Source: an optimization exercise on an open RTL-to-GDS flow (aim: a short achievable clock period and few clock cycles). Production flows keep margins and buffers that such runs may drop. No functional check of the RTL was part of any run shown here. The flow treats the clock pin as an ideal source, which a real chip does not have.

<file path="flow/constraint.sdc">
create_clock -name core_clock -period 4.5 [get_ports {clk}]
set_input_delay 0.9000 -clock core_clock [delete_from_list [all_inputs] [get_ports {clk}]]
set_output_delay 0.9000 -clock core_clock [all_outputs]
set_load 0.01 [all_outputs]
</file>
<file path="flow/config.mk">
export PLATFORM = sky130hd
export DESIGN_NAME = w450
export DESIGN_NICKNAME = w450
export VERILOG_FILES = /design/flow/design.v
export SDC_FILE = /design/flow/constraint.sdc
export NUM_CORES = 4
export LEC_CHECK = 0
export ABC_AREA = 1
export CAP_MARGIN = 20
export CORE_MARGIN = 2
export CORE_UTILIZATION = 40
export PLACE_DENSITY = 0.6
export SETUP_SLACK_MARGIN = 2.5
export SLEW_MARGIN = 20
</file>
<file path="flow/run.sh">
#!/bin/bash
# synth_recipe.tcl (not shown) runs the flow's synth.tcl, then flattens the netlist and writes it again
# the make line also repeats each setting of config.mk as NAME=value (left out here)
make -C /OpenROAD-flow-scripts/flow DESIGN_CONFIG=/design/flow/config.mk WORK_HOME=/design/flow/orfs CLKGATE_MAP_FILE= SYNTH_SCRIPT=/design/flow/synth_recipe.tcl finish
</file>
<file path="flow/design.v">
module w450(mem_wr_data, mem_wr_addr, mem_wr_en, mem_rd_data1, mem_rd_addr1,
	mem_rd_data2, mem_rd_addr2, reset, clk);
	output [7:0] mem_wr_data;
	output [7:0] mem_wr_addr;
	output mem_wr_en;
	input [7:0] mem_rd_data1;
	output [7:0] mem_rd_addr1;
	input [7:0] mem_rd_data2;
	output [7:0] mem_rd_addr2;
	input reset;
	input clk;
	localparam DW = 4 + 4 + 4 + 4 + 4 + 5;
	function [DW-1:0] dec;
		input [7:0] b;
		input fw;
		reg [2:0] op; reg [1:0] fa, fb; reg d;
		reg immop, isbr, fb0, memwr, rwe, late, add, sub, mov;
		reg [3:0] sa, sb, we, xs;
		reg [1:0] rdst;
		reg [4:0] rt;
		begin
			op = b[7:5]; fa = b[4:3]; fb = b[2:1]; d = b[0];
			immop = op[0] | (op[2] & op[1]);
			isbr = op[2] & op[1];
			fb0 = (fb == 2'd0);
			memwr = ~immop & ~d & fb0;
			rwe = ~isbr & ~memwr;
			rdst = (immop | d) ? fa : fb;
			sa = 4'b0001 << fa;
			sb = 4'b0001 << fb;
			we = rwe ? (4'b0001 << rdst) : 4'b0000;
			add = (op[2:1] == 2'b00);
			sub = (op[2:1] == 2'b01);
			mov = op[2];
			late = ~immop & fb0;                  
			xs[0] = immop;
			xs[1] = late & ~fw;
			xs[2] = late & fw;
			xs[3] = ~immop & ~fb0;
			rt[0] = add;
			rt[1] = sub & ~immop & ~d;
			rt[2] = sub & (immop | d);
			rt[3] = mov & (immop | d);
			rt[4] = mov & ~immop & ~d;
			dec = {immop, isbr, op[0], memwr, we, sa, sb, xs, rt};
		end
	endfunction
	reg        c_immop, c_isbr, c_blt, c_memwr;
	reg        c_movst;         
	reg        c_nimm;          
	reg [3:0]  c_we;
	reg [3:0]  c_xs;
	reg [4:0]  c_rt;
	reg [4:0]  c_s0, c_s1, c_s2, c_s3;   
	reg [7:0] a1;               
	reg [7:0] a1n;              
	reg [7:0] pc2, pc3, pc4;    
	reg [7:0] a2;               
	reg       v;                
	reg [7:0] r0, r1, r2, r3;
	reg [7:0] ra_q, rb_q;       
	reg       wen;
	reg [7:0] wdata;
	reg [7:0] wdn;              
	reg        wsdn;
	reg  [7:0] rao;
	wire       wnow = c_movst & ~wen;
	assign mem_wr_en = wen | c_movst;
	assign mem_wr_addr = r0;
	assign mem_wr_data = wsdn ? ~rao : wdata;
	assign mem_rd_addr1 = a1;
	assign mem_rd_addr2 = a2;
	localparam BI = 4;
	localparam BN = 1 << BI;
	reg [BN-1:0] bt_v;
	reg [7-BI:0] bt_tag [0:BN-1];
	reg [7:0]    bt_op  [0:BN-1];
	reg          fill;          
	reg [7:0]    bpc;           
	reg          bhit;          
	reg [7:0]    btop;          
	wire [7:0] d1 = mem_rd_data1;
	wire [7:0] d2 = mem_rd_data2;
	wire [7:0] ra = ra_q;
	wire [7:0] rb = rb_q;
	wire [7:0] wd = ~wdn;
	wire [7:0] a1i = ~a1n;
	wire [7:0] x = ({8{c_xs[0]}} & d1) | ({8{c_xs[1]}} & d2) |
	               ({8{c_xs[2]}} & wd) | ({8{c_xs[3]}} & rb);
	function [15:0] gp;
		input [3:0] s;
		input [7:0] a0, a1, a2, a3, y;
		input xi, yi;
		reg [7:0] yy, g, p;
		begin
			yy = yi ? ~y : y;
			if (xi) begin
				g = (({8{s[0]}} & ~a0) & yy) | (({8{s[1]}} & ~a1) & yy) |
				    (({8{s[2]}} & ~a2) & yy) | (({8{s[3]}} & ~a3) & yy);
				p = ({8{s[0]}} & ~(a0 ^ yy)) | ({8{s[1]}} & ~(a1 ^ yy)) |
				    ({8{s[2]}} & ~(a2 ^ yy)) | ({8{s[3]}} & ~(a3 ^ yy));
			end else begin
				g = (({8{s[0]}} & a0) & yy) | (({8{s[1]}} & a1) & yy) |
				    (({8{s[2]}} & a2) & yy) | (({8{s[3]}} & a3) & yy);
				p = ({8{s[0]}} & (a0 ^ yy)) | ({8{s[1]}} & (a1 ^ yy)) |
				    ({8{s[2]}} & (a2 ^ yy)) | ({8{s[3]}} & (a3 ^ yy));
			end
			gp = {g, p};
		end
	endfunction
	function [15:0] pfx;
		input [15:0] gpi;
		reg [7:0] gg, pp, g2, p2;
		integer i, k;
		begin
			gg = gpi[15:8]; pp = gpi[7:0];
			for (k = 1; k < 8; k = k * 2) begin
				g2 = gg; p2 = pp;
				for (i = k; i < 8; i = i + 1) begin
					g2[i] = gg[i] | (pp[i] & gg[i-k]);
					p2[i] = pp[i] & pp[i-k];
				end
				gg = g2; pp = p2;
			end
			pfx = {gg, pp};
		end
	endfunction
	wire [15:0] gpa = gp(c_xs, d1, d2, wd, rb, ra, 1'b0, 1'b0);
	wire [15:0] pxa = pfx(gpa);
	wire [7:0] sa_ = gpa[7:0] ^ {pxa[14:8], 1'b0};
	wire [15:0] gpb = gp(c_xs, d1, d2, wd, rb, ra, 1'b0, 1'b1);
	wire [15:0] pxb = pfx(gpb);
	wire [7:0] sb_ = gpb[7:0] ^ {pxb[14:8] | pxb[6:0], 1'b1};
	wire [7:0] sc_ = ~(gpb[7:0] ^ {pxb[14:8], 1'b0});
	function [7:0] pick;
		input [4:0] s;
		input [7:0] h;
		input [7:0] ta, tb, tc, tx, tr;
		pick = ((({8{s[0]}} & ta) | ({8{s[1]}} & tb)) | ({8{s[2]}} & tc)) |
		       ((({8{s[3]}} & tx) | ({8{s[4]}} & tr)) | h);
	endfunction
	wire [7:0] res = pick(c_rt, 8'h00, sa_, sb_, sc_, x, ra);
	wire [3:0] wv = c_we;
	wire [7:0] r0_n = pick(c_s0, {8{~wv[0]}} & r0, sa_, sb_, sc_, x, ra);
	wire [7:0] r1_n = pick(c_s1, {8{~wv[1]}} & r1, sa_, sb_, sc_, x, ra);
	wire [7:0] r2_n = pick(c_s2, {8{~wv[2]}} & r2, sa_, sb_, sc_, x, ra);
	wire [7:0] r3_n = pick(c_s3, {8{~wv[3]}} & r3, sa_, sb_, sc_, x, ra);
	function [1:0] cmp;
		input [7:0] a, b;
		reg [7:0] g, e;
		reg [3:0] g1, e1;
		reg [1:0] g2, e2;
		integer i;
		begin
			g = ~a & b;
			e = ~(a ^ b);
			for (i = 0; i < 4; i = i + 1) begin
				g1[i] = g[2*i+1] | (e[2*i+1] & g[2*i]);
				e1[i] = e[2*i+1] & e[2*i];
			end
			for (i = 0; i < 2; i = i + 1) begin
				g2[i] = g1[2*i+1] | (e1[2*i+1] & g1[2*i]);
				e2[i] = e1[2*i+1] & e1[2*i];
			end
			cmp = {g2[1] | (e2[1] & g2[0]), e2[1] & e2[0]};
		end
	endfunction
	wire [1:0] lteq = cmp(ra, rb);
	wire cond = c_blt ? lteq[1] : lteq[0];
	wire taken = c_isbr & cond;
	wire pt = c_isbr & bhit;                    
	function [7:0] ksa;
		input [7:0] x, y;
		reg [7:0] g, p, gg, pp, g2, p2;
		integer i, k;
		begin
			g = x & y; p = x ^ y;
			gg = g; pp = p;
			for (k = 1; k < 8; k = k * 2) begin
				g2 = gg; p2 = pp;
				for (i = k; i < 8; i = i + 1) begin
					g2[i] = gg[i] | (pp[i] & gg[i-k]);
					p2[i] = pp[i] & pp[i-k];
				end
				gg = g2; pp = p2;
			end
			ksa = p ^ {gg[6:0], 1'b0};
		end
	endfunction
	wire [7:0] pc5 = pc4 + 8'd1;
	wire [7:0] pc6 = pc4 + 8'd2;
	wire [7:0] tgt  = ksa(pc2, d1);
	wire [7:0] tgt1 = ksa(pc3, d1);
	wire [7:0] tgt2 = ksa(pc4, d1);
	wire       seq1 = ~v | c_nimm;                
	wire [7:0] nbs = seq1 ? d1 : d2;
	wire       wen_n = c_memwr;
	wire [DW-1:0] dn = pt ? dec(btop, 1'b0) : dec(nbs, wen_n);
	wire       n_immop = dn[DW-1];
	wire [3:0] n_we = dn[DW-5:DW-8];
	wire [3:0] n_sa = dn[DW-9:DW-12];
	wire [3:0] n_sb = dn[DW-13:DW-16];
	wire [3:0] n_xs = dn[8:5];
	wire [4:0] n_rt = dn[4:0];
	wire       v_n = ~c_isbr | (cond == bhit);
	wire [3:0] fa_w = n_sa & wv;
	wire [3:0] fb_w = n_sb & wv;
	wire       fwa = |fa_w;
	wire       fwb = |fb_w;
	wire [7:0] ra_n = pick(c_rt & {5{fwa}},
		({8{n_sa[0] & ~fwa}} & r0) | ({8{n_sa[1] & ~fwa}} & r1) |
		({8{n_sa[2] & ~fwa}} & r2) | ({8{n_sa[3] & ~fwa}} & r3),
		sa_, sb_, sc_, x, ra);
	wire [7:0] rb_n = pick(c_rt & {5{fwb}},
		({8{n_sb[0] & ~fwb}} & r0) | ({8{n_sb[1] & ~fwb}} & r1) |
		({8{n_sb[2] & ~fwb}} & r2) | ({8{n_sb[3] & ~fwb}} & r3),
		sa_, sb_, sc_, x, ra);
	wire [7:0] tgt3 = ksa(pc5, d1);
	wire [7:0] tgt4 = ksa(pc6, d1);
	wire [7:0] pc2_n = !v ? a1i + 8'd2 : pt ? tgt2 : c_nimm ? pc3 : pc4;
	wire [7:0] pc3_n = !v ? a1i + 8'd3 : pt ? tgt3 : c_nimm ? pc4 : pc5;
	wire [7:0] pc4_n = !v ? a1i + 8'd4 : pt ? tgt4 : c_nimm ? pc5 : pc6;
	wire [7:0] a2_n = pick(c_s0 & {5{~n_immop}},
		({8{n_immop}} & pc2_n) | ({8{~n_immop & ~wv[0]}} & r0),
		sa_, sb_, sc_, x, ra);
	wire [7:0] a1_t = bhit ? tgt1 : tgt;
	wire [7:0] a1_s = !v ? a1i + 8'd1 : pt ? pc2 :
	                  c_nimm ? pc2 : pc3;
	wire [7:0] a1_n = taken ? a1_t : a1_s;
	function lk;
		input [7:0] p;
		input [BN-1:0] bv;
		input [(8-BI)*BN-1:0] bt;
		lk = bv[p[BI-1:0]] & (bt[(8-BI)*p[BI-1:0] +: 8-BI] == p[7:BI]);
	endfunction
	wire [(8-BI)*BN-1:0] btt;
	wire [8*BN-1:0] bto;
	genvar gk;
	generate
		for (gk = 0; gk < BN; gk = gk + 1) begin : g_bt
			assign btt[(8-BI)*gk +: 8-BI] = bt_tag[gk];
			assign bto[8*gk +: 8] = bt_op[gk];
		end
	endgenerate
	wire lhit = (!v | c_nimm) ? lk(a1i, bt_v, btt) : lk(pc2, bt_v, btt);
	wire [7:0] lop = (!v | c_nimm) ? bto[8*a1i[BI-1:0] +: 8] :
	                 bto[8*pc2[BI-1:0] +: 8];
	always @(posedge clk or posedge reset) begin
		if (reset) begin
			a1 <= 8'h00;
			a1n <= 8'hff;
			v <= 1'b0;
			wen <= 1'b0;
			fill <= 1'b0;
			bhit <= 1'b0;
			bt_v <= {BN{1'b0}};
			c_isbr <= 1'b0;
			c_memwr <= 1'b0;
			c_movst <= 1'b0;
			c_we <= 4'b0;
			c_s0 <= 5'b0; c_s1 <= 5'b0; c_s2 <= 5'b0; c_s3 <= 5'b0;
		end else begin
			c_isbr <= dn[DW-2] & v_n;
			c_memwr <= dn[DW-4] & v_n;
			c_movst <= dn[DW-4] & dn[4] & v_n;
			c_we <= n_we & {4{v_n}};
			c_s0 <= n_rt & {5{n_we[0] & v_n}};
			c_s1 <= n_rt & {5{n_we[1] & v_n}};
			c_s2 <= n_rt & {5{n_we[2] & v_n}};
			c_s3 <= n_rt & {5{n_we[3] & v_n}};
			v <= v_n;
			wen <= wen_n & ~wnow;
			a1 <= a1_n;
			a1n <= ~a1_n;
			bhit <= lhit & ~pt;
			fill <= taken & ~bhit;
			if (!v & fill) bt_v[bpc[BI-1:0]] <= 1'b1;
		end
	end
	always @(posedge clk) begin
		c_immop <= n_immop;
		c_nimm <= ~n_immop;
		c_blt <= dn[DW-3];
		c_rt <= n_rt;
		c_xs <= n_xs;
		ra_q <= ra_n;
		rao <= ~ra_n;
		wsdn <= ~(wen_n & ~wnow);
		rb_q <= rb_n;
		pc2 <= pc2_n;
		pc3 <= pc3_n;
		pc4 <= pc4_n;
		a2 <= a2_n;
		btop <= lop;
		if (v & c_isbr) bpc <= pc2 - 8'd2;
		if (!v & fill) begin
			bt_tag[bpc[BI-1:0]] <= bpc[7:BI];
			bt_op[bpc[BI-1:0]] <= d1;
		end
		wdata <= res;
		wdn <= ~res;
		r0 <= r0_n;
		r1 <= r1_n;
		r2 <= r2_n;
		r3 <= r3_n;
	end
endmodule
</file>
==> impl_metrics.csv, run 1 <==
group,metric,value,unit
clock_tree,cts_max_path_buffers,3,
global_route,antenna_found_initial,1,
cells_and_area,design_area,33190,um2
floorplan,rows,85,
timing,max_slew_margin,46.56,%
floorplan,fp.dieArea,56720,um2
worst_hold_path,hold_path_class,"reg2reg",
critical_path,path_max_fanout,3,
placed_design,portBuffers,50,
floorplan,start_util,40.60,%
yosys,yosysUniqueCellTypes,60,
yosys,yosys-top-cells-count,"579 x nand2_1, 307 x nor2_1, 294 x inv_1, 252 x o21ai_0, 218 x nand3_1",
timing,setup_viol,0,
clock_tree,cts.sinks,387,
yosys,yosysWarningCount,1,
job,maxCapViolations,0,
timing,clock.fmax,406.6,MHz
route,route.detailed.drc,0,
cells_and_area,final_nets,3247,
critical_path,timing.critical_path.mode_cell,"nand2_4",
timing,finalHoldViolCount,0,
global_route,grt-ovfl-total,0,
critical_path,cp_slowest_cell,"edfxtp_1",
route,via_count,23550,
yosys,synth_area,21930,um2
yosys,seq_area_frac_synth,45.98,%
critical_path,worstPathRequired,4.98,ns
clock_tree,cts.clk_slew.worst_paths,0.07,ns
clock_tree,hold_buffers,0,
cells_and_area,largest_reg_flops,128,
global_route,grt_pass1_wl,143.6,mm
yosys,synthArstFlopShare,16.28,%
yosys,synth_cells,2767,
floorplan,die_height,238.2,um
global_route,grt_util_all_layers,33.97,%
critical_path,worstPathArrival,2.94,ns
yosys,synth_edf_count,201,
cells_and_area,fillCellCount,4325,
route,final_antenna_net_count,0,
global_route,grt_pass1_vias,22820,
timing,period_share,54.66,%
critical_path,start_kind,"flop",
timing,period_minus_slack,2.460,ns
clock_tree,ctsRootBufferMaster,"clkbuf_16",
yosys,netlist.area_leader.share,27.52,%
critical_path,slowest_delay,0.45,ns
route,drt-vias-per-instance,6.043,
timing,finalMaxSlewViolations,0,
floorplan,chipWidth,238.2,um
timing,finalClockSkew,0.02282,ns
floorplan,core,54030,um2
cells_and_area,antenna_cells,0,
cells_and_area,drive_gt1_share,42.83,%
route,dr.pass1.iters,8,
clock_tree,htree_levels,2,
global_route,grt_max_degree,46,
yosys,synth_top_cells_by_area,"edfxtp_1 28%, dfxtp_1 11%, nand2_1 9.9%, dfrtp_1 6.3%, o21ai_0 5.8%",
placed_design,gp_congestion,1.049,
clock_tree,worstSkewPairLatency,0.60,ns
clock_tree,cts_tree,"yes",
route,avgRoutedWirePerCell,26.01,um
yosys,synth-seq-cells,387,
cells_and_area,syn2layout_area_growth,51.31,%
placed_design,placed_area,24220,um2
critical_path,path_cells,"buf_4 > buf_6 > ha_4 > fa_2 > nand4_1 > nand3_2 > nand2_2 > nand2_2 > o21ai_4 > nand2_4 > nand2_4 > nand2_4 > nor2_4 > nand4_1",
route,drtIter0Drc,2679,
timing,fin_hold_ws,0.4732,ns
critical_path,worst_setup_path_end_kind,"flop",
yosys,synth_top_area_cell,"edfxtp_1",
outcome,status,"no timing/DRC/antenna violations",
timing,tightest_slew,0.8005,ns
clock_tree,cts_buffers,44,
yosys,synth_most_common_cell,"nand2_1",
yosys,syn_area_per_cell,7.927,um2
placed_design,dpl.hpwl,62.17,mm
timing,grt_setup_unrepaired,"true",
yosys,synthFlopType,"edfxtp_1",
route,routed_wirelength,101.4,mm
critical_path,crit_type,"reg2reg",
timing,setup_tns,0,ns
floorplan,ios,51,
## routing by layer
metal / track usage, % / wire length, um / up-vias / part of all wire (%)
met2: 52.94 / 44660 / 1433 / 44
li1: - / - / 10280 / -
met5: 0 / 0 / - / 0
met4: 15.97 / 5791 / 0 / 5.7
met3: 6.513 / 10070 / 389 / 9.9
met1: 45.59 / 40840 / 11450 / 40
## through the flow
stage	setup WS, ns	utilization [%]	cells
floorplan	2.089	-	2768
global placement	0.6236	44.82	3473
detailed placement	0.5952	44.82	3473
CTS	2.108	57.95	3836
global route	1.979	61.43	3897
finish	2.040	61.43	3897
## cell usage in the layout, fill, tap and decap left out, types with 24 or more instances in the layout
master,count
nand3_1,96
nand2_1,370
buf_12,52
ha_4,35
a21oi_2,37
nand2_2,122
nor2_1,212
o211ai_1,44
buf_2,30
o21ai_1,42
o21ai_2,40
o21ai_0,167
nor2_2,37
clkbuf_16,44
xor2_1,27
nor2_4,91
clkinvlp_4,24
dfrtp_1,53
inv_1,214
inv_2,51
nand2_4,84
buf_4,226
buf_6,114
nand3_2,93
nand4_1,51
dfxtp_1,92
a21oi_1,115
nand3_4,33
edfxtp_1,201
## worst max-delay path: cells and delay by family, from the launching register on
kind | cells | cell delay, ns
AND/OR/NAND/NOR | 9 | 0.81
buffers and inverters | 2 | 0.28
flip-flops | 1 | 0.45
AO/OA/AOI/OAI | 1 | 0.19
adder cells (fa/ha/maj) | 2 | 0.60
## cell families after synthesis
group | Yosys count | share of synthesized area [%]
compound gates | 609 | 16.33
xor+xnor | 43 | 1.751
fa+ha+maj | 63 | 3.765
buf+inv | 425 | 7.866
flops | 387 | 45.98
other cells | 1 | 0.01710
simple gates | 1239 | 24.30
## final timing paths
kind | start | to | slack [ns] | depth (start not counted)
max | pc4[0] | a2[6] | 2.04 | 14
min | bt_v[2] | bt_v[2] | 0.47 | 2
max reg2reg | pc4[0] | a2[6] | 2.04 | 14
min reg2reg | bt_v[2] | bt_v[2] | 0.47 | 2
max in group asynchronous | reset | a1n[1] | 2.95 | 4
min in group asynchronous | reset | c_s1[3] | 0.64 | 2
## area by class of cell
type | count | area [um2] | area share, %
clock buffers | 59 | 1239 | 3.732
clock inverters | 22 | 260.3 | 0.7842
inverters | 315 | 1393 | 4.196
multi-input cells | 1957 | 14410 | 43.41
flip-flops and latches | 387 | 10190 | 30.71
well taps | 696 | 870.8 | 2.624
repair buffers | 457 | 4797 | 14.45
repair inverters | 4 | 30.03 | 0.09048
## timing repair
action / 4_1_cts / 5_1_grt
hold endpoints to repair: 0 / 0
setup endpoints to repair: 383 / 283
pin swaps: 297 / 249
setup buffers: 268 / 52
gates cloned: 14 / 8
gates resized for setup: 1029 / 349
==> inputs of run 2 (changes only) <==
--- a/flow/design.v
+++ b/flow/design.v
@@ -48,3 +48,2 @@
 	reg        c_immop, c_isbr, c_blt, c_memwr;
-	reg        c_movst;         
 	reg        c_nimm;          
@@ -57,2 +56,4 @@
 	reg [7:0] pc2, pc3, pc4;    
+	reg       c_seq1;           
+	reg [7:0] rp1, rp2, rp3, rp4;  
 	reg [7:0] a2;               
@@ -62,10 +63,7 @@
 	reg       wen;
-	reg [7:0] wdata;
+	reg [7:0] waddr, wdata;
 	reg [7:0] wdn;              
-	reg        wsdn;
-	reg  [7:0] rao;
-	wire       wnow = c_movst & ~wen;
-	assign mem_wr_en = wen | c_movst;
-	assign mem_wr_addr = r0;
-	assign mem_wr_data = wsdn ? ~rao : wdata;
+	assign mem_wr_en = wen;
+	assign mem_wr_addr = waddr;
+	assign mem_wr_data = wdata;
 	assign mem_rd_addr1 = a1;
@@ -119,3 +117,3 @@
 				for (i = k; i < 8; i = i + 1) begin
-					g2[i] = gg[i] | (pp[i] & gg[i-k]);
+					g2[i] = pp[i] ? gg[i-k] : gg[i];
 					p2[i] = pp[i] & pp[i-k];
@@ -149,18 +147,18 @@
 		input [7:0] a, b;
-		reg [7:0] g, e;
-		reg [3:0] g1, e1;
-		reg [1:0] g2, e2;
+		reg [7:0] d, l;
+		reg [3:0] d1_, l1;
+		reg [1:0] d2_, l2;
 		integer i;
 		begin
-			g = ~a & b;
-			e = ~(a ^ b);
+			d = a ^ b; l = b;
 			for (i = 0; i < 4; i = i + 1) begin
-				g1[i] = g[2*i+1] | (e[2*i+1] & g[2*i]);
-				e1[i] = e[2*i+1] & e[2*i];
+				l1[i] = d[2*i+1] ? l[2*i+1] : l[2*i];
+				d1_[i] = d[2*i+1] | d[2*i];
 			end
 			for (i = 0; i < 2; i = i + 1) begin
-				g2[i] = g1[2*i+1] | (e1[2*i+1] & g1[2*i]);
-				e2[i] = e1[2*i+1] & e1[2*i];
+				l2[i] = d1_[2*i+1] ? l1[2*i+1] : l1[2*i];
+				d2_[i] = d1_[2*i+1] | d1_[2*i];
 			end
-			cmp = {g2[1] | (e2[1] & g2[0]), e2[1] & e2[0]};
+			cmp = {(d2_[1] ? l2[1] : l2[0]) & (d2_[1] | d2_[0]),
+			       ~(d2_[1] | d2_[0])};
 		end
@@ -171,4 +169,5 @@
 	wire pt = c_isbr & bhit;                    
-	function [7:0] ksa;
+	function [7:0] addk;
 		input [7:0] x, y;
+		input ci;
 		reg [7:0] g, p, gg, pp, g2, p2;
@@ -178,2 +177,3 @@
 			gg = g; pp = p;
+			gg[0] = g[0] | (p[0] & ci);
 			for (k = 1; k < 8; k = k * 2) begin
@@ -181,3 +181,3 @@
 				for (i = k; i < 8; i = i + 1) begin
-					g2[i] = gg[i] | (pp[i] & gg[i-k]);
+					g2[i] = pp[i] ? gg[i-k] : gg[i];
 					p2[i] = pp[i] & pp[i-k];
@@ -186,11 +186,13 @@
 			end
-			ksa = p ^ {gg[6:0], 1'b0};
+			addk = p ^ {gg[6:0], ci};
 		end
 	endfunction
-	wire [7:0] pc5 = pc4 + 8'd1;
-	wire [7:0] pc6 = pc4 + 8'd2;
-	wire [7:0] tgt  = ksa(pc2, d1);
-	wire [7:0] tgt1 = ksa(pc3, d1);
-	wire [7:0] tgt2 = ksa(pc4, d1);
-	wire       seq1 = ~v | c_nimm;                
+	wire [7:0] pc5 = addk(pc4, 8'd0, 1'b1);
+	wire [7:0] pc6 = addk(pc4, 8'd1, 1'b1);
+	wire [7:0] tgt  = addk(pc2, d1, 1'b0);
+	wire [7:0] tgt1 = addk(pc2, d1, 1'b1);
+	wire [7:0] tgt2 = addk(pc4, d1, 1'b0);
+	wire [7:0] tgt3 = addk(pc4, d1, 1'b1);
+	wire [7:0] tgt4 = addk(pc5, d1, 1'b1);
+	wire       seq1 = c_seq1;                     
 	wire [7:0] nbs = seq1 ? d1 : d2;
@@ -217,7 +219,5 @@
 		sa_, sb_, sc_, x, ra);
-	wire [7:0] tgt3 = ksa(pc5, d1);
-	wire [7:0] tgt4 = ksa(pc6, d1);
-	wire [7:0] pc2_n = !v ? a1i + 8'd2 : pt ? tgt2 : c_nimm ? pc3 : pc4;
-	wire [7:0] pc3_n = !v ? a1i + 8'd3 : pt ? tgt3 : c_nimm ? pc4 : pc5;
-	wire [7:0] pc4_n = !v ? a1i + 8'd4 : pt ? tgt4 : c_nimm ? pc5 : pc6;
+	wire [7:0] pc2_n = !v ? rp2 : pt ? tgt2 : c_nimm ? pc3 : pc4;
+	wire [7:0] pc3_n = !v ? rp3 : pt ? tgt3 : c_nimm ? pc4 : pc5;
+	wire [7:0] pc4_n = !v ? rp4 : pt ? tgt4 : c_nimm ? pc5 : pc6;
 	wire [7:0] a2_n = pick(c_s0 & {5{~n_immop}},
@@ -226,3 +226,3 @@
 	wire [7:0] a1_t = bhit ? tgt1 : tgt;
-	wire [7:0] a1_s = !v ? a1i + 8'd1 : pt ? pc2 :
+	wire [7:0] a1_s = !v ? rp1 : pt ? pc2 :
 	                  c_nimm ? pc2 : pc3;
@@ -251,2 +251,7 @@
 			a1n <= 8'hff;
+			c_seq1 <= 1'b1;
+			rp1 <= 8'd1;
+			rp2 <= 8'd2;
+			rp3 <= 8'd3;
+			rp4 <= 8'd4;
 			v <= 1'b0;
@@ -258,3 +263,2 @@
 			c_memwr <= 1'b0;
-			c_movst <= 1'b0;
 			c_we <= 4'b0;
@@ -264,3 +268,2 @@
 			c_memwr <= dn[DW-4] & v_n;
-			c_movst <= dn[DW-4] & dn[4] & v_n;
 			c_we <= n_we & {4{v_n}};
@@ -271,5 +274,10 @@
 			v <= v_n;
-			wen <= wen_n & ~wnow;
+			wen <= wen_n;
 			a1 <= a1_n;
 			a1n <= ~a1_n;
+			c_seq1 <= ~v_n | ~dn[DW-1];
+			rp1 <= taken ? tgt1 : pc3;
+			rp2 <= taken ? tgt2 : pc4;
+			rp3 <= taken ? tgt3 : pc5;
+			rp4 <= taken ? tgt4 : pc6;
 			bhit <= lhit & ~pt;
@@ -286,4 +294,2 @@
 		ra_q <= ra_n;
-		rao <= ~ra_n;
-		wsdn <= ~(wen_n & ~wnow);
 		rb_q <= rb_n;
@@ -294,3 +300,3 @@
 		btop <= lop;
-		if (v & c_isbr) bpc <= pc2 - 8'd2;
+		if (v & c_isbr) bpc <= addk(pc2, 8'hfe, 1'b0);
 		if (!v & fill) begin
@@ -299,2 +305,3 @@
 		end
+		waddr <= r0;
 		wdata <= res;
==> impl_metrics.csv, run 2 <==
group,metric,value,unit
outcome,status,"no timing/DRC/antenna violations",
yosys,yosysWarningCount,1,
placed_design,dp.cells,3588,
timing,period_minus_slack,2.396,ns
clock_tree,cts.sinks,417,
yosys,synthFlopType,"edfxtp_1",
yosys,synth_cells,2849,
timing,finalMaxSlewViolations,0,
timing,finalClockSkew,0.03754,ns
floorplan,rows,87,
timing,setup_tns,0,ns
route,avgRoutedWirePerCell,24.74,um
global_route,grt_pass1_vias,22170,
global_route,grt_max_degree,66,
critical_path,worst_setup_path_end_kind,"flop",
timing,tightest_slew,0.7435,ns
clock_tree,worstSkewPairLatency,0.64,ns
yosys,seq_area_frac_synth,47.37,%
job,maxCapViolations,0,
cells_and_area,drive_gt1_share,40.22,%
yosys,synthArstFlopShare,22.54,%
clock_tree,htree_levels,2,
critical_path,start_kind,"flop",
worst_hold_path,hold_depth,0,
cells_and_area,antenna_cells,0,
worst_hold_path,hold_path_class,"reg2reg",
yosys,netlist.area_leader.share,26.35,%
clock_tree,ctsRootBufferMaster,"clkbuf_16",
cells_and_area,layout_common_cells,"466 x nand2_1, 222 x inv_1, 201 x edfxtp_1",
yosys,synth-seq-cells,417,
cells_and_area,final_common_cell,"nand2_1",
global_route,grt-ovfl-total,0,
yosys,synth_edf_count,201,
floorplan,start_util,40.54,%
floorplan,fp.dieArea,59190,um2
cells_and_area,syn2layout_area_growth,46.27,%
yosys,synth_area,22900,um2
global_route,antenna_found_initial,0,
yosys,syn_area_per_cell,8.039,um2
route,routed_wirelength,98.61,mm
critical_path,path_max_fanout,5,
global_route,grt_util_all_layers,31.08,%
route,final_antenna_net_count,0,
placed_design,gp_congestion,0.9723,
critical_path,worstPathRequired,5.05,ns
yosys,synth_top_area_cell,"edfxtp_1",
timing,period_share,53.24,%
route,via_count,23410,
floorplan,die_height,243.3,um
cells_and_area,fillCellCount,4603,
yosys,synth_top_cells_by_area,"edfxtp_1 26%, nand2_1 11%, dfxtp_1 11%, dfrtp_1 8.7%, o21ai_0 5.8%",
critical_path,r2r.worst_path.cells,13,
placed_design,dpl.hpwl,58.18,mm
route,route.detailed.drc,0,
floorplan,ios,51,
clock_tree,cts_buffers,48,
route,dr.pass1.iters,6,
critical_path,worstPathArrival,2.94,ns
yosys,yosysUniqueCellTypes,63,
clock_tree,hold_buffers,0,
critical_path,crit_type,"reg2reg",
clock_tree,cts.clk_slew.worst_paths,0.06,ns
cells_and_area,final_nets,3246,
cells_and_area,largest_reg_flops,128,
placed_design,portBuffers,50,
global_route,grt_pass1_wl,138.8,mm
timing,fin_hold_ws,0.3837,ns
cells_and_area,layoutNonFillerInstCount,3986,
floorplan,core,56500,um2
timing,setup_viol,0,
floorplan,chipWidth,243.3,um
route,drtIter0Drc,2552,
timing,max_slew_margin,50.44,%
yosys,synth_most_common_cell,"nand2_1",
timing,finalHoldViolCount,0,
timing,clock.fmax,417.4,MHz
clock_tree,cts_max_path_buffers,3,
yosys,yosys-top-cells-count,"670 x nand2_1, 285 x inv_1, 272 x nor2_1, 267 x o21ai_0, 222 x nand3_1",
timing,grt_setup_unrepaired,"true",
route,drt-vias-per-instance,5.874,
clock_tree,cts_tree,"yes",
run 2: changes by cell type in the layout (fill, tap and decap cells not counted), sizes merged, moves of 10 or more:
cell	delta
nand2	+118
buf	-55
nand3	+14
o21ai	+41
inv	+10
ha	-25
dfrtp	+25
a21oi	-36
nor2	-34
run 2: through the flow:
step,cell area [um2],util [%],setup WS (ns)
2_1_floorplan,23660,-,2.192
3_3_place_gp,24880,44.04,0.7744
3_5_place_dp,24880,44.04,0.7747
4_1_cts,31490,55.74,2.222
5_1_grt,33500,59.29,1.999
6_report,33500,59.29,2.104
run 2: worst max-delay path, stage by stage (launching register included):
cell and delay (ns):
dfxtp_4 0.40, ha_4 0.18, nand3_1 0.15, xor2_2 0.21, o21ai_2 0.21, inv_2 0.08, ha_4 0.31, nand2_1 0.07
o21ai_1 0.17, nand2_1 0.09, o21ai_2 0.08, xor2_1 0.19, nor2_1 0.07, o21ai_1 0.12
run 2: cell type report:
class / instances / area (um2) / area share, %
tap: 756 / 945.9 / 2.824
multi-input combinational: 1996 / 13840 / 41.33
sequential: 417 / 10950 / 32.69
timing repair inverter: 4 / 68.82 / 0.2054
inverter: 319 / 1453 / 4.336
clock inverter: 26 / 300.3 / 0.8964
clock buffer: 64 / 1363 / 4.068
timing repair buffer: 404 / 4573 / 13.65
run 2: cell families (layout without fill, tap and decap cells):
| family | after synthesis | after routing | synth area share, % |
|---|---|---|---|
| compound gates | 578 | 578 | 14.62 |
| xor+xnor | 55 | 55 | 2.316 |
| fa+ha+maj | 38 | 38 | 2.240 |
| buf+inv | 440 | 817 | 8.058 |
| flops | 417 | 417 | 47.37 |
| mux | 1 | 1 | 0.04371 |
| other cells | 1 | 2 | 0.01637 |
| simple gates | 1319 | 1322 | 25.34 |
run 2: final timing paths:
| path | to | start | slack (ns) |
|---|---|---|---|
| worst min-delay path | waddr[0] | r0[0] | 0.38 |
| max in group asynchronous | bhit | reset | 2.88 |
| worst max register to register | pc4[7] | pc4[1] | 2.10 |
| worst max-delay path | pc4[7] | pc4[1] | 2.10 |
| min in group asynchronous | c_s3[2] | reset | 0.75 |
| worst min register to register | waddr[0] | r0[0] | 0.38 |
run 2: layer usage:
| layer | vias to the layer above | part of all wire, % | GRT usage, % |
|---|---|---|---|
| li1 | 10270 | - | - |
| met1 | 11460 | 39 | 40.80 |
| met2 | 1305 | 46 | 49.76 |
| met3 | 379 | 9.1 | 5.563 |
| met4 | 0 | 5.7 | 14.72 |
| met5 | - | 0 | 0 |
run 2: what timing repair did:
item / 4_1_cts / 5_1_grt
setup buffers: 205 / 72
resized for setup: 928 / 368
gates cloned: 26 / 5
endpoints found under the setup margin: 415 / 309
pin swaps: 270 / 243
==> inputs of run 3 (changes only) <==
--- a/flow/design.v
+++ b/flow/design.v
@@ -54,6 +54,6 @@
 	reg [7:0] a1;               
+	reg [7:0] lpr;              
 	reg [7:0] a1n;              
 	reg [7:0] pc2, pc3, pc4;    
-	reg       c_seq1;           
-	reg [7:0] rp1, rp2, rp3, rp4;  
+	reg [7:0] pc5, pc6;         
 	reg [7:0] a2;               
@@ -117,3 +117,3 @@
 				for (i = k; i < 8; i = i + 1) begin
-					g2[i] = pp[i] ? gg[i-k] : gg[i];
+					g2[i] = gg[i] | (pp[i] & gg[i-k]);
 					p2[i] = pp[i] & pp[i-k];
@@ -147,18 +147,18 @@
 		input [7:0] a, b;
-		reg [7:0] d, l;
-		reg [3:0] d1_, l1;
-		reg [1:0] d2_, l2;
+		reg [7:0] g, e;
+		reg [3:0] g1, e1;
+		reg [1:0] g2, e2;
 		integer i;
 		begin
-			d = a ^ b; l = b;
+			g = ~a & b;
+			e = ~(a ^ b);
 			for (i = 0; i < 4; i = i + 1) begin
-				l1[i] = d[2*i+1] ? l[2*i+1] : l[2*i];
-				d1_[i] = d[2*i+1] | d[2*i];
+				g1[i] = g[2*i+1] | (e[2*i+1] & g[2*i]);
+				e1[i] = e[2*i+1] & e[2*i];
 			end
 			for (i = 0; i < 2; i = i + 1) begin
-				l2[i] = d1_[2*i+1] ? l1[2*i+1] : l1[2*i];
-				d2_[i] = d1_[2*i+1] | d1_[2*i];
+				g2[i] = g1[2*i+1] | (e1[2*i+1] & g1[2*i]);
+				e2[i] = e1[2*i+1] & e1[2*i];
 			end
-			cmp = {(d2_[1] ? l2[1] : l2[0]) & (d2_[1] | d2_[0]),
-			       ~(d2_[1] | d2_[0])};
+			cmp = {g2[1] | (e2[1] & g2[0]), e2[1] & e2[0]};
 		end
@@ -169,30 +169,6 @@
 	wire pt = c_isbr & bhit;                    
-	function [7:0] addk;
-		input [7:0] x, y;
-		input ci;
-		reg [7:0] g, p, gg, pp, g2, p2;
-		integer i, k;
-		begin
-			g = x & y; p = x ^ y;
-			gg = g; pp = p;
-			gg[0] = g[0] | (p[0] & ci);
-			for (k = 1; k < 8; k = k * 2) begin
-				g2 = gg; p2 = pp;
-				for (i = k; i < 8; i = i + 1) begin
-					g2[i] = pp[i] ? gg[i-k] : gg[i];
-					p2[i] = pp[i] & pp[i-k];
-				end
-				gg = g2; pp = p2;
-			end
-			addk = p ^ {gg[6:0], ci};
-		end
-	endfunction
-	wire [7:0] pc5 = addk(pc4, 8'd0, 1'b1);
-	wire [7:0] pc6 = addk(pc4, 8'd1, 1'b1);
-	wire [7:0] tgt  = addk(pc2, d1, 1'b0);
-	wire [7:0] tgt1 = addk(pc2, d1, 1'b1);
-	wire [7:0] tgt2 = addk(pc4, d1, 1'b0);
-	wire [7:0] tgt3 = addk(pc4, d1, 1'b1);
-	wire [7:0] tgt4 = addk(pc5, d1, 1'b1);
-	wire       seq1 = c_seq1;                     
+	wire [7:0] tgt  = pc2 + d1;
+	wire [7:0] tgt1 = pc3 + d1;
+	wire [7:0] tgt2 = pc4 + d1;
+	wire       seq1 = ~v | c_nimm;                
 	wire [7:0] nbs = seq1 ? d1 : d2;
@@ -219,5 +195,11 @@
 		sa_, sb_, sc_, x, ra);
-	wire [7:0] pc2_n = !v ? rp2 : pt ? tgt2 : c_nimm ? pc3 : pc4;
-	wire [7:0] pc3_n = !v ? rp3 : pt ? tgt3 : c_nimm ? pc4 : pc5;
-	wire [7:0] pc4_n = !v ? rp4 : pt ? tgt4 : c_nimm ? pc5 : pc6;
+	wire [7:0] tgt3 = pc5 + d1;
+	wire [7:0] tgt4 = pc6 + d1;
+	wire [7:0] pc2_n = !v ? a1i + 8'd2 : pt ? tgt2 : c_nimm ? pc3 : pc4;
+	wire [7:0] pc3_n = !v ? a1i + 8'd3 : pt ? tgt3 : c_nimm ? pc4 : pc5;
+	wire [7:0] pc4_n = !v ? a1i + 8'd4 : pt ? tgt4 : c_nimm ? pc5 : pc6;
+	wire [7:0] pc5_n = !v ? a1i + 8'd5 : pt ? tgt4 + 8'd1 :
+	                   c_nimm ? pc6 : pc6 + 8'd1;
+	wire [7:0] pc6_n = !v ? a1i + 8'd6 : pt ? tgt4 + 8'd2 :
+	                   c_nimm ? pc6 + 8'd1 : pc6 + 8'd2;
 	wire [7:0] a2_n = pick(c_s0 & {5{~n_immop}},
@@ -226,3 +208,3 @@
 	wire [7:0] a1_t = bhit ? tgt1 : tgt;
-	wire [7:0] a1_s = !v ? rp1 : pt ? pc2 :
+	wire [7:0] a1_s = !v ? a1i + 8'd1 : pt ? pc2 :
 	                  c_nimm ? pc2 : pc3;
@@ -244,5 +226,6 @@
 	endgenerate
-	wire lhit = (!v | c_nimm) ? lk(a1i, bt_v, btt) : lk(pc2, bt_v, btt);
-	wire [7:0] lop = (!v | c_nimm) ? bto[8*a1i[BI-1:0] +: 8] :
-	                 bto[8*pc2[BI-1:0] +: 8];
+	wire lhit = !v ? lk(lpr, bt_v, btt) : c_nimm ? lk(pc2, bt_v, btt) :
+	            lk(pc3, bt_v, btt);
+	wire [7:0] lop = !v ? bto[8*lpr[BI-1:0] +: 8] :
+	                 c_nimm ? bto[8*pc2[BI-1:0] +: 8] : bto[8*pc3[BI-1:0] +: 8];
 	always @(posedge clk or posedge reset) begin
@@ -251,7 +234,3 @@
 			a1n <= 8'hff;
-			c_seq1 <= 1'b1;
-			rp1 <= 8'd1;
-			rp2 <= 8'd2;
-			rp3 <= 8'd3;
-			rp4 <= 8'd4;
+			lpr <= 8'h01;
 			v <= 1'b0;
@@ -277,7 +256,3 @@
 			a1n <= ~a1_n;
-			c_seq1 <= ~v_n | ~dn[DW-1];
-			rp1 <= taken ? tgt1 : pc3;
-			rp2 <= taken ? tgt2 : pc4;
-			rp3 <= taken ? tgt3 : pc5;
-			rp4 <= taken ? tgt4 : pc6;
+			lpr <= taken ? tgt1 : pc3;
 			bhit <= lhit & ~pt;
@@ -298,5 +273,7 @@
 		pc4 <= pc4_n;
+		pc5 <= pc5_n;
+		pc6 <= pc6_n;
 		a2 <= a2_n;
 		btop <= lop;
-		if (v & c_isbr) bpc <= addk(pc2, 8'hfe, 1'b0);
+		if (v & c_isbr) bpc <= a1i;
 		if (!v & fill) begin
==> flow/flow/run.sh (new file) <==
#!/bin/bash
# The standard layout, with one more timing repair pass after clock tree
# synthesis: standard.sh runs up to cts, repair.tcl repairs setup timing
# again on the clock-tree placement and legalizes it, then standard.sh
# goes on from there to the final layout.
set -euo pipefail
bash standard.sh cts > standard_cts.log 2>&1
R=$PWD/orfs/results/sky130hd/w450/base
RESULTS=$R openroad -no_init -exit flow/repair.tcl > repair.log 2>&1
bash standard.sh > standard_finish.log 2>&1
==> flow/flow/repair.tcl (new file) <==
# One more setup repair on the clock-tree placement (4_cts.odb), in place.
set r $::env(RESULTS)
read_liberty $::env(FLOW_HOME)/platforms/sky130hd/lib/sky130_fd_sc_hd__tt_025C_1v80.lib
read_db $r/4_cts.odb
read_sdc $r/4_cts.sdc
source $::env(FLOW_HOME)/platforms/sky130hd/setRC.tcl
set_dont_use [get_lib_cells {
  sky130_fd_sc_hd__probe_p_8
  sky130_fd_sc_hd__probec_p_8
  sky130_fd_sc_hd__lpflow_bleeder_1
  sky130_fd_sc_hd__lpflow_clkbufkapwr_1
  sky130_fd_sc_hd__lpflow_clkbufkapwr_16
  sky130_fd_sc_hd__lpflow_clkbufkapwr_2
  sky130_fd_sc_hd__lpflow_clkbufkapwr_4
  sky130_fd_sc_hd__lpflow_clkbufkapwr_8
  sky130_fd_sc_hd__lpflow_clkinvkapwr_1
  sky130_fd_sc_hd__lpflow_clkinvkapwr_16
  sky130_fd_sc_hd__lpflow_clkinvkapwr_2
  sky130_fd_sc_hd__lpflow_clkinvkapwr_4
  sky130_fd_sc_hd__lpflow_clkinvkapwr_8
  sky130_fd_sc_hd__lpflow_decapkapwr_12
  sky130_fd_sc_hd__lpflow_decapkapwr_3
  sky130_fd_sc_hd__lpflow_decapkapwr_4
  sky130_fd_sc_hd__lpflow_decapkapwr_6
  sky130_fd_sc_hd__lpflow_decapkapwr_8
  sky130_fd_sc_hd__lpflow_inputiso0n_1
  sky130_fd_sc_hd__lpflow_inputiso0p_1
  sky130_fd_sc_hd__lpflow_inputiso1n_1
  sky130_fd_sc_hd__lpflow_inputiso1p_1
  sky130_fd_sc_hd__lpflow_inputisolatch_1
  sky130_fd_sc_hd__lpflow_isobufsrc_1
  sky130_fd_sc_hd__lpflow_isobufsrc_16
  sky130_fd_sc_hd__lpflow_isobufsrc_2
  sky130_fd_sc_hd__lpflow_isobufsrc_4
  sky130_fd_sc_hd__lpflow_isobufsrc_8
  sky130_fd_sc_hd__lpflow_isobufsrckapwr_16
  sky130_fd_sc_hd__lpflow_lsbuf_lh_hl_isowell_tap_1
  sky130_fd_sc_hd__lpflow_lsbuf_lh_hl_isowell_tap_2
  sky130_fd_sc_hd__lpflow_lsbuf_lh_hl_isowell_tap_4
  sky130_fd_sc_hd__lpflow_lsbuf_lh_isowell_4
  sky130_fd_sc_hd__lpflow_lsbuf_lh_isowell_tap_1
  sky130_fd_sc_hd__lpflow_lsbuf_lh_isowell_tap_2
  sky130_fd_sc_hd__lpflow_lsbuf_lh_isowell_tap_4
}]
set_propagated_clock [all_clocks]
estimate_parasitics -placement
report_worst_slack -max
repair_timing -setup -setup_margin 2.5 -repair_tns 100 -verbose
report_worst_slack -max
set_placement_padding -global -left 0 -right 0
detailed_placement
check_placement -verbose
estimate_parasitics -placement
report_worst_slack -max
report_worst_slack -min
write_db $r/4_cts.odb
==> flow/standard.sh (new file) <==
#!/bin/bash
# synth_recipe.tcl (not shown) runs the flow's synth.tcl, then flattens the netlist and writes it again
# the make line also repeats each setting of config.mk as NAME=value (left out here)
make -C /OpenROAD-flow-scripts/flow DESIGN_CONFIG=/design/flow/config.mk WORK_HOME=/design/flow/orfs CLKGATE_MAP_FILE= SYNTH_SCRIPT=/design/flow/synth_recipe.tcl "${@:-finish}"
removed: flow/run.sh
==> impl_metrics.csv, run 3 <==
group,metric,value,unit
critical_path,start_kind,"flop",
timing,finalHoldViolCount,0,
clock_tree,htree_levels,2,
cells_and_area,drive_gt1_share,34.79,%
critical_path,path_cells,"inv_8 > ha_4 > or2_4 > nand2_4 > nor2_4 > inv_2 > ha_4 > nor2_4 > nand2_1 > nand2_2 > inv_4 > nand2_2 > nand3b_1 > nor3_2 > o21ai_2",
cells_and_area,fillCellCount,4873,
yosys,seq_area_frac_synth,44.02,%
yosys,yosysUniqueCellTypes,65,
critical_path,cp_slowest_cell,"dfxtp_4",
yosys,synth_top_area_cell,"edfxtp_1",
outcome,status,"no timing/DRC/antenna violations",
yosys,yosys-top-cells-count,"725 x nand2_1, 357 x inv_1, 324 x nand3_1, 228 x nor2_1, 204 x o21ai_0",
timing,grt_setup_unrepaired,"true",
placed_design,dpl.hpwl,65.07,mm
route,routed_wirelength,108.2,mm
route,route.detailed.drc,0,
yosys,synthFlopType,"edfxtp_1",
critical_path,worstPathArrival,2.93,ns
critical_path,cp.buffers_inverters,3,
cells_and_area,fin_util,58.85,%
clock_tree,cts_buffers,48,
floorplan,ios,51,
yosys,synth_area,23990,um2
placed_design,place_ws,0.6060,ns
placed_design,dp.cells,3853,
global_route,grt_pass1_vias,24860,
route,via_count,26000,
global_route,antenna_found_initial,0,
timing,setup_tns,0,ns
yosys,synth_cells,3107,
critical_path,slowest_delay,0.39,ns
cells_and_area,largest_reg_flops,128,
critical_path,worstPathRequired,5.01,ns
critical_path,crit_type,"reg2reg",
timing,fin_ws,2.080,ns
job,maxCapViolations,0,
yosys,synthArstFlopShare,17.11,%
worst_hold_path,hold_path_class,"reg2reg",
floorplan,chipWidth,248.9,um
yosys,synth_top_cells_by_area,"edfxtp_1 25%, dfxtp_1 12%, nand2_1 11%, nand3_1 6.8%, dfrtp_1 6.4%",
timing,max_slew_margin,45.07,%
timing,fin_hold_ws,0.3660,ns
route,avgRoutedWirePerCell,25.28,um
cells_and_area,antenna_cells,0,
cells_and_area,final_common_cell,"nand2_1",
floorplan,rows,89,
yosys,netlist.area_leader.share,25.16,%
worst_hold_path,hold_depth,0,
global_route,met2_usage,51.30,%
global_route,use_met1,42.32,%
route,drt-vias-per-instance,6.074,
global_route,grt_max_degree,49,
cells_and_area,syn2layout_area_growth,45.05,%
cells_and_area,layout_common_cells,"545 x nand2_1, 289 x inv_1, 236 x nand3_1",
placed_design,portBuffers,50,
cells_and_area,design_area,34800,um2
clock_tree,cts.clk_slew.worst_paths,0.06,ns
yosys,synth-seq-cells,409,
cells_and_area,final_nets,3553,
clock_tree,hold_buffers,0,
global_route,busiest_layer,"met2",
timing,tightest_slew,0.8221,ns
clock_tree,worstSkewPairLatency,0.65,ns
critical_path,crit_start,"ra_q[1]",
timing,clock.fmax,413.2,MHz
global_route,grt_pass1_wl,153.7,mm
cells_and_area,layoutNonFillerInstCount,4280,
yosys,synth_most_common_cell,"nand2_1",
global_route,grt_util_all_layers,32.39,%
clock_tree,cts_max_path_buffers,3,
yosys,syn_area_per_cell,7.721,um2
critical_path,worst-path-stages,15,
critical_path,rrSetupSlack,2.08,ns
timing,finalClockSkew,0.03977,ns
critical_path,path_max_fanout,5,
clock_tree,cts.sinks,409,
worst_hold_path,hold_path_startpoint,"r0[0]",
critical_path,worst_setup_path_end_kind,"flop",
timing,period_minus_slack,2.420,ns
placed_design,gp_congestion,1.000,
timing,setup_viol,0,
floorplan,start_util,40.57,%
timing,finalMaxSlewViolations,0,
floorplan,fp.dieArea,61950,um2
floorplan,die_height,248.9,um
route,final_antenna_net_count,0,
yosys,synth_edf_count,201,
route,dr.pass1.iters,7,
clock_tree,cts_tree,"yes",
route,drtIter0Drc,2898,
critical_path,r2r.worst_path.cells,15,
floorplan,core,59130,um2
global_route,met3_usage,6.228,%
timing,period_share,53.78,%
global_route,grt-ovfl-total,0,
critical_path,critPathTopFamily,"simple AND/OR/NAND/NOR gates",
yosys,yosysWarningCount,1,
critical_path,r2r-start,"ra_q[1]",
clock_tree,ctsRootBufferMaster,"clkbuf_16",
placed_design,placed_area,25890,um2
run 3: logic make-up after synthesis:
kind of cell / Yosys count / share of synthesized area (%)
other: 1 / 0.01563
buffers and inverters: 513 / 8.439
adder cells (fa/ha/maj): 68 / 3.703
XOR/XNOR: 60 / 2.222
AND/OR/NAND/NOR: 1422 / 25.57
flip-flops: 409 / 44.02
AO/OA/AOI/OAI: 634 / 16.03
run 3: area by class of cell:
class                   count  area [um2]  area share [%]
well taps                 773       967.2           2.779
multi-input cells        2187       14940           42.94
repair buffers            444        5035           14.47
inverters                 374        1578           4.534
repair inverters            3       25.02         0.07191
flip-flops and latches    409       10650           30.60
clock inverters            28       299.0          0.8593
clock buffers              62        1305           3.750
run 3: worst paths after layout:
check                      endpoint
max                           a2[2]
min                        waddr[0]
max reg2reg                   a2[2]
min reg2reg                waddr[0]
max in group asynchronous    lpr[0]
min in group asynchronous   c_s0[1]
run 3: timing repair:
item                                    CTS  global route
cloned                                   17            16
pin swaps                               141           196
buffers inserted                        146            87
endpoints found under the setup margin  404           271
gates resized for setup                 740           266
run 3: worst reg2reg max path: cells and delay by family, from the launching register on:
kind                       cells  cell delay (ns)
AOI/OAI and AO/OA              1             0.12
adders and majority gates      2             0.45
buffers and inverters          3             0.19
DFF                            1             0.39
and+or+nand+nor                9             1.12
run 3: metal layers:
| metal | routed length (um) | part of all wire (%) | vias to the layer above |
|---|---|---|---|
| met3 | 11000 | 10 | 451 |
| met1 | 42070 | 39 | 12460 |
| met2 | 48670 | 45 | 1746 |
| met4 | 6455 | 6.0 | 0 |
| li1 | - | - | 11340 |
| met5 | 0 | 0 | - |

==> afterwards: timing with drivers on the ports <==
No port has a modelled driver above. Below, the same layouts with a new extraction and two added sets of constraints.
Step 1 (the two cells are an assumption about what drives the block):
set clk [get_ports {clk}]
set_driving_cell -lib_cell sky130_fd_sc_hd__clkbuf_16 $clk
set_driving_cell -lib_cell sky130_fd_sc_hd__buf_2 [delete_from_list [all_inputs] $clk]
Step 2 moves the port delays by t, midway between the first and last clock arrival at a register: inputs arrive t later, outputs are due t later. That takes back most of the time a late clock gives input paths.
Slacks: ideal ports / drivers / drivers and shift; pairs: ideal ports / drivers.
run | t, ns | setup slack, ns | clock arrival spread, ns | slew at the worst register clock pin (ns)
run 1 | 0.645 | 2.040 / 2.040 / 1.559 | 0.024 / 0.024 | 0.07 / 0.07
run 2 | 0.678 | 2.104 / 2.104 / 1.537 | 0.041 / 0.041 | 0.07 / 0.07
run 3 | 0.700 | 2.080 / 2.080 / 1.467 | 0.044 / 0.045 | 0.07 / 0.07
After both steps every run listed still meets setup and hold. The setup slack of run 3, which loses most, moves by 0.000 ns with the drivers and by -0.613 ns with both steps.
